Context: an optimization exercise on an open-source flow, tuned for small area and a short achievable clock period. The choices shown serve that exercise and are no tape-out recipe. No functional check of the RTL was part of any run shown here.

==> flow/design.v (outline; a module is shown in full before it is edited, if it fits) <==
// module full_adder: 9 lines
// module half_adder: 8 lines
// module DaddaKS_16bitMAC: 1635 lines
// module bxor: 3 lines
// module bxnor: 3 lines
// module band: 3 lines
// module bnor: 3 lines
// module bandn: 3 lines
module DaddaKS_16bitMAC(
    input [15:0] a,
    input [15:0] b,
    input clk,
    input rst,
    input cin,
    output reg [31:0] out,
    output cout
);
  // ...
==> flow/run.sh <==
#!/bin/bash
# synth_recipe.tcl (not shown) runs the flow's synth.tcl, then flattens the netlist and writes it again
# the make line also repeats each setting of config.mk as NAME=value (left out here)
make -C /OpenROAD-flow-scripts/flow DESIGN_CONFIG=/design/flow/config.mk WORK_HOME=/design/flow/orfs CLKGATE_MAP_FILE= SYNTH_SCRIPT=/design/flow/synth_recipe.tcl finish
==> flow/config.mk <==
export PLATFORM = sky130hd
export DESIGN_NAME = DaddaKS_16bitMAC
export DESIGN_NICKNAME = DaddaKS_16bitMAC
export VERILOG_FILES = /design/flow/design.v
export SDC_FILE = /design/flow/constraint.sdc
export NUM_CORES = 4
export LEC_CHECK = 0
export CAP_MARGIN = 20
export CORE_MARGIN = 2
export CORE_UTILIZATION = 40
export SETUP_SLACK_MARGIN = 5
export SLEW_MARGIN = 20
export SYNTH_HIERARCHICAL = 1
==> flow/constraint.sdc <==
create_clock -name core_clock -period 17.0 [get_ports {clk}]
set_input_delay 3.4000 -clock core_clock [delete_from_list [all_inputs] [get_ports {clk}]]
set_output_delay 3.4000 -clock core_clock [all_outputs]
set_load 0.01 [all_outputs]
==> reports/qor.yml, run 1 <==
clk_share: 0.0159
seq_cells: 32
cts_root_buffer: "clkbuf_16"
synth_xor_area_frac: 0.0702
path_clk_slew_ns: 0.05
fin_nets: 1115
post_cts_buffers: 4
firstDrtPassIters: 5
cp-end-kind: "primary output"
use_met2: 0.391
cp.depth: 18
grt_pass1_wl_um: 35700
slew_violations: 0
wl_met1_um: 8070
status: "timing/DRC/antenna clean"
grt_most_used_layer: "met2"
grt_max_degree: 33
tritoncts: "done"
worstReg2RegEnd: "out[27]"
maxSlewHeadroom: 0.577
synth-simple-area-share: 0.178
yosysSeqAreaShare: 0.0973
fp.dieW_um: 147
start_kind: "input pin"
rrSetupSlack_ns: 11.43
synth-async-reset-ratio: 1.00
synthCells: 823
holdBufCountCts: 0
skew_ns: 0.00423
synth_mux_area_frac: 0.00137
antenna_cells: 0
synthAdderAreaFrac: 0.564
dieArea_mm2: 0.0217
fmax_mhz: 84.9
synth_fp_nets: 1094
synth_top_area_cell: "fa_1"
==> run 2, diff against run 1 <==
--- a/flow/config.mk
+++ b/flow/config.mk
@@ -9,5 +9,5 @@
 export CORE_MARGIN = 2
 export CORE_UTILIZATION = 40
-export SETUP_SLACK_MARGIN = 5
+export SETUP_SLACK_MARGIN = 0.3
 export SLEW_MARGIN = 20
 export SYNTH_HIERARCHICAL = 1
==> reports/qor.yml, run 2 <==
area_growth_syn_to_layout_pct: 11.6
hold_class: "flop to flop"
cpPeakStageDelay_ns: 0.99
required_ns: 13.60
synth-warning-count: 7
whs_path_depth: 2
holdBufCountCts: 0  # unchanged
setup_tns_ns: 0
synth_edf_count: 0
synth_mux_area_frac: 0.00137  # unchanged
synth_compound_area_frac: 0.0450
grt_pass1_wl_um: 34800  # -2.7%
fin_crit_ns: 13.78
path_clk_slew_ns: 0.06  # about the same
synth_xor_area_frac: 0.0702  # unchanged
die_h_um: 147
vias_per_cell: 5.27
gp_congestion: 0.847
dieArea_mm2: 0.0217  # unchanged
antenna_cells: 0  # unchanged
grt_pass1_vias: 6449
yosysSeqAreaShare: 0.0973  # unchanged
clk_latency_ns: 0.28
path_cells: "clkdlybuf4s50_1 -> nand2_1 -> fa_1 -> fa_1 -> fa_1 -> fa_1 -> fa_1 -> fa_1 -> fa_1 -> xnor2_1 -> nand3_1 -> nor3_1 -> o2111ai_1 -> o211ai_1 -> o21ai_0 -> o21a_1 -> o21bai_1 -> clkdlybuf4s50_1"
ff2ff_path_depth: 16
yosys.area.top_type_share: 0.547
dp_hpwl_um: 16700
detail_route.wl_per_cell_um: 19.5
hold_violations: 0
synth-async-reset-ratio: 1.00  # unchanged
start_kind: "input pin"
status: "timing/DRC/antenna clean"
firstDrtPassIters: 5  # unchanged
setup_viol: 0
start_util: 0.407
cts_root_buffer: "clkbuf_16"
drt_iter0_drc: 347
skew_ns: 0.00660  # +0.00237 ns
top_regs: "out: 32 flops"
path_common_cell: "fa_1"
grt_use_total: 0.210
overflow: 0
synthAdderAreaFrac: 0.564  # unchanged
row_count: 52
fin_nets: 1107  # -0.72%
post-synth-top-count-cell: "nand2_1"
synth_top_family_by_area: "adder cells"
slew_violations: 0  # unchanged
antenna_found_initial: 0
vias: 5839
layout-drive-gt1-share: 0.0394
cts.sinks: 32
fin_area_mm2: 0.00919
fmax_mhz: 72.5  # -15%
grt_max_degree: 33  # unchanged
fp.dieW_um: 147  # unchanged
synth_top_area_cell: "fa_1"
synthFlopType: "dfrtp_1"
cts_resized: 0
core-area_mm2: 0.0202
critPathKind: "input pin to primary output"
crit_path_top_delay_cell: "clkdlybuf4s50_1"
synth_fp_nets: 1094  # unchanged
ys_top_cells_by_area: "fa_1 (55%), nand2_1 (12%), dfrtp_1 (9.7%)"
dp_slack_ns: 3.22
top_level_ports: 68
avgSynthCellArea_um2: 10.0
clk_path_buf_depth: 2
maxSlewHeadroom: 0.403  # -0.174
min_period_over_period: 0.811
path_max_fanout: 16
top_register: "out"
synthCells: 823  # unchanged
ant_nets: 0
ys_seq_elements: 32
synth_cell_type_count: 42
synth-simple-area-share: 0.178  # unchanged
drcViolationCount: 0
arrival_ns: 10.38
cp-end-kind: "primary output"
drt_wl_total_um: 21600
layout_commonest_cell: "nand2_1"
tritoncts: "done"
post_dp_cell_area_mm2: 0.00902
htree_levels: 2
numCtsBuffers: 5
post_cts_buffers: 0  # -4
synth_area_mm2: 0.00823
port_buffers: 67
layout_common_cells: "nand2_1 (265), fa_1 (225), clkdlybuf4s50_1 (67)"
tightestPinTransition_ns: 0.893
cap_violations: 0
rsz0062_at_grt: "false"
synth_common_cells: "nand2_1 (265), fa_1 (225), clkbuf_1 (64), xor2_1 (36), nor2_1 (33)"
setup_ws_ns: 3.22
largest_reg_flops: 32
==> run 2: cell counts after synthesis <==
Identical to the previous run, type by type.
==> run 2: modules after synthesis, one instance, submodules excluded <==
module,cells inside,copies in the design
band,1,9
bxnor,1,12
bxor,1,30
bnor,1,21
DaddaKS_16bitMAC,508,1
half_adder,1,6
full_adder,1,225
bandn,1,12
==> run 2: layout make-up <==
class	count	area (um^2)
well taps	270	338
repair buffers	71	701
flip-flops and latches	32	801
clock inverters	3	42.5
multi-input cells	696	7070
clock buffers	5	125
fillers	1942	11000
inverters	30	113
==> run 2: routing by layer <==
layer  track usage  up-vias  share of wire
met5             0        -              0
met3        0.0275       30          0.057
li1              -     2520              -
met1         0.278     3097           0.39
met2         0.368      192           0.53
met4        0.0514        0          0.024
==> run 2: cells by family after synthesis <==
group / count (synthesis)
buf+inv: 95
fa+ha+maj: 236
flops: 32
compound gates: 54
xor+xnor: 66
mux: 1
simple gates: 339
==> run 2: worst paths after layout <==
path	start	to	slack, ns
worst max register to register	out[13]	out[27]	10.94
worst min register to register	out[0]	out[0]	0.61
min in group asynchronous	rst	out[0]	3.53
worst max-delay path	b[11]	cout	3.22
worst min-delay path	out[0]	out[0]	0.61
max in group asynchronous	rst	out[31]	13.14
==> run 2: metrics by stage <==
| stage | util | hold slack (ns) | instances |
|---|---|---|---|
| floorplan | - | 0.650 | 823 |
| global placement | 0.446 | 0.610 | 1099 |
| detailed placement | 0.446 | 0.611 | 1099 |
| CTS | 0.454 | 0.620 | 1107 |
| global route | 0.454 | 0.671 | 1107 |
| finish | 0.454 | 0.612 | 1107 |
==> run 2: worst max-delay path, delay by kind of cell <==
kind	cells	cell delay [ns]
adders and majority gates	7	3.34
buffers and inverters	2	1.54
AOI/OAI and AO/OA	5	1.00
xor gates and xnor gates	1	0.47
and+or+nand+nor	3	0.62
==> run 3, diff against run 2 <==
--- a/flow/config.mk
+++ b/flow/config.mk
@@ -8,6 +8,6 @@
 export CAP_MARGIN = 20
 export CORE_MARGIN = 2
-export CORE_UTILIZATION = 40
-export SETUP_SLACK_MARGIN = 0.3
+export CORE_UTILIZATION = 60
+export SETUP_SLACK_MARGIN = 5
 export SLEW_MARGIN = 20
 export SYNTH_HIERARCHICAL = 1
==> reports/qor.yml, run 3 <==
yosysSeqAreaShare: 0.0973  # unchanged
maxSlewHeadroom: 0.506  # +0.104
synthCells: 823  # unchanged
whs_ns: 0.628  # +0.0156 ns
firstDrtPassIters: 5  # unchanged
synth_area_mm2: 0.00823  # unchanged
die_h_um: 121  # -18%
cts.sinks: 32  # unchanged
drt_iter0_drc: 446  # +29%
synth_cell_type_count: 42  # unchanged
cp-end-kind: "primary output"
holdBufCountCts: 0  # unchanged
vias_per_cell: 5.87  # +11%
htree_levels: 2  # unchanged
critPathKind: "input pin to primary output"
synth_fp_nets: 1094  # unchanged
row_count: 42  # -19%
top_register: "out"
path_max_fanout: 7  # -9
fmax_mhz: 84.3  # +16%
grt_max_degree: 33  # unchanged
avgSynthCellArea_um2: 10.0  # unchanged
numCtsBuffers: 5  # unchanged
antenna_cells: 0  # unchanged
hold_class: "flop to flop"
area_growth_syn_to_layout_pct: 15.5
setup_viol: 0  # unchanged
synth_edf_count: 0  # unchanged
cts_root_buffer: "clkbuf_16"
layout_commonest_cell: "nand2_1"
hold_violations: 0  # unchanged
rsz0062_at_grt: "false"
skew_ns: 0.00380  # -0.00279 ns
setup_tns_ns: 0  # unchanged
slew_violations: 0  # unchanged
fin_util: 0.713  # +0.258
grt_pass1_wl_um: 35700  # +2.7%
fin_nets: 1121  # +1.3%
grt_pass1_vias: 6685  # +3.7%
fin_area_mm2: 0.00951  # +3.5%
clk_latency_ns: 0.30  # +0.02 ns
top_level_ports: 68  # unchanged
dieArea_mm2: 0.0147  # -33%
overflow: 0  # unchanged
drt_wl_total_um: 21200  # -1.6%
tightestPinTransition_ns: 0.738  # -0.155 ns
fp.dieW_um: 121  # -18%
arrival_ns: 8.47  # -1.91 ns
status: "timing/DRC/antenna clean"
top_regs: "out: 32 flops"
tritoncts: "done"
setup_ws_ns: 5.13  # +1.92 ns
start_kind: "input pin"
antenna_found_initial: 1  # +1
path_clk_slew_ns: 0.06  # about the same
synth_top_area_cell: "fa_1"
min_period_over_period: 0.698  # -0.113
layout-drive-gt1-share: 0.159  # +0.119
drcViolationCount: 0  # unchanged
largest_reg_flops: 32  # unchanged
synth-async-reset-ratio: 1.00  # unchanged
synthFlopType: "dfrtp_1"
layout_common_cells: "nand2_1 (262), fa_1 (191), fa_2 (34), clkdlybuf4s50_1 (34), dfrtp_1 (32)"
synth_common_cells: "nand2_1 (265), fa_1 (225), clkbuf_1 (64), xor2_1 (36), nor2_1 (33)"
dp_hpwl_um: 16500  # -1.0%
vias: 6026  # +3.2%
detail_route.wl_per_cell_um: 20.7  # +6.1%
gp_congestion: 0.873  # +3.1%
grt_use_total: 0.326  # +0.117
yosys.area.top_type_share: 0.547  # unchanged
cap_violations: 0  # unchanged
dp_slack_ns: 3.27  # +0.0459 ns
start_util: 0.617  # +0.210
synth-warning-count: 7  # unchanged
clk_path_buf_depth: 2  # unchanged
post_dp_cell_area_mm2: 0.00890  # -1.3%
ant_nets: 0  # unchanged
core-area_mm2: 0.0133  # -34%
ys_top_cells_by_area: "fa_1 (55%), nand2_1 (12%), dfrtp_1 (9.7%)"
fin_crit_ns: 11.87  # -1.92 ns
port_buffers: 67  # unchanged
required_ns: 13.60  # about the same
ys_seq_elements: 32  # unchanged
n_fill_cell: 977  # -50%
post-synth-top-count-cell: "nand2_1"
==> run 3: cell counts after synthesis <==
No cell type changed its count.
==> run 3: modules after synthesis, one instance, submodules excluded <==
module	copies in the design	cell area (um^2)	cells
DaddaKS_16bitMAC	1	2990	508
full_adder	225	20.0	1
bnor	21	3.75	1
half_adder	6	12.5	1
band	9	6.26	1
bxnor	12	8.76	1
bandn	12	13.8	1
bxor	30	8.76	1
==> run 3: final cells by class <==
type                            count  area, um^2  area share
Clock buffer                        6         129      0.0136
Clock inverter                      2        35.0     0.00368
Inverter                           30         113      0.0118
Multi-Input combinational cell    696        7320       0.770
Sequential cell                    32         801      0.0842
Tap cell                          176         220      0.0232
Timing Repair Buffer               85         895      0.0941
==> run 3: per-stage QoR <==
| step | cells |
|---|---|
| 2_1_floorplan | 823 |
| 3_3_place_gp | 1004 |
| 3_5_place_dp | 1004 |
| 4_1_cts | 1024 |
| 5_1_grt | 1027 |
| 6_report | 1027 |
==> run 3: final timing paths <==
check / slack, ns / from / cells past startpoint / endpoint
setup / recovery: 5.13 / a[9] / 20 / cout
max in group asynchronous: 13.18 / rst / 3 / out[17]
hold / removal: 0.63 / out[0] / 2 / out[0]
min in group asynchronous: 3.50 / rst / 3 / out[1]
hold reg to reg: 0.63 / out[0] / 2 / out[0]
setup reg to reg: 11.54 / out[13] / 18 / out[27]
==> run 3: what timing repair did <==
item                                    CTS  global route
resized for setup                       220            79
setup buffers                            12             3
pin swaps                                19            30
endpoints found under the setup margin    1             1
==> run 3: cell families after synthesis <==
family                     share of synthesized area
and+or+nand+nor                                0.178
adders and majority gates                      0.564
buffers and inverters                         0.0442
xor gates and xnor gates                      0.0702
AOI/OAI and AO/OA                             0.0450
DFF                                           0.0973
muxes                                        0.00137
==> run 3: critical path, stage by stage <==
cell	delay [ns]
dlygate4sd2_1	0.22
buf_8	0.13
nand2_2	0.07
fa_2	0.55
fa_2	0.45
fa_2	0.36
fa_2	0.37
fa_2	0.43
fa_2	0.38
fa_2	0.63
buf_6	0.13
nor2b_4	0.03
a21oi_1	0.13
nand2_1	0.10
a211oi_2	0.26
o211ai_1	0.14
o21ai_2	0.23
o21a_1	0.22
o21bai_1	0.08
buf_2	0.14
==> run 3: per-layer routing <==
layer  vias up  global-route usage  share of wire
met5         -                   0              0
met3        57              0.0794          0.089
met4         0               0.121          0.035
met2       304               0.528           0.50
met1      3114               0.432           0.37
li1       2551                   -              -

[what the ideal ports hide]
No port has a modelled driver above. Below, the same layouts with a new extraction and two added sets of constraints.
Step 1 sets driving cells, clkbuf_16 on the clock port and buf_2 on the other inputs (assumed; they add their load-dependent delay and slew).
Step 2, shift: input delay + t, output delay - t, t = (earliest + latest rising clock arrival at the registers) / 2. This alone moves slack from input paths to output paths.
Slacks: ideal / step 1 / step 2; pairs: ideal / step 1.
| run | t, ns | setup slack, ns | latest minus earliest clock arrival (ns) |
|---|---|---|---|
| run 1 | 0.320 | 5.227 / 5.175 / 5.175 | 0.005 / 0.004 |
| run 2 | 0.318 | 3.215 / 3.190 / 3.190 | 0.006 / 0.007 |
| run 3 | 0.339 | 5.134 / 5.089 / 5.089 | 0.004 / 0.004 |
After both steps setup and hold are still met in every run listed. For run 1, which loses most, drivers alone change the setup slack by -0.052 ns; drivers and shift together by -0.052 ns.
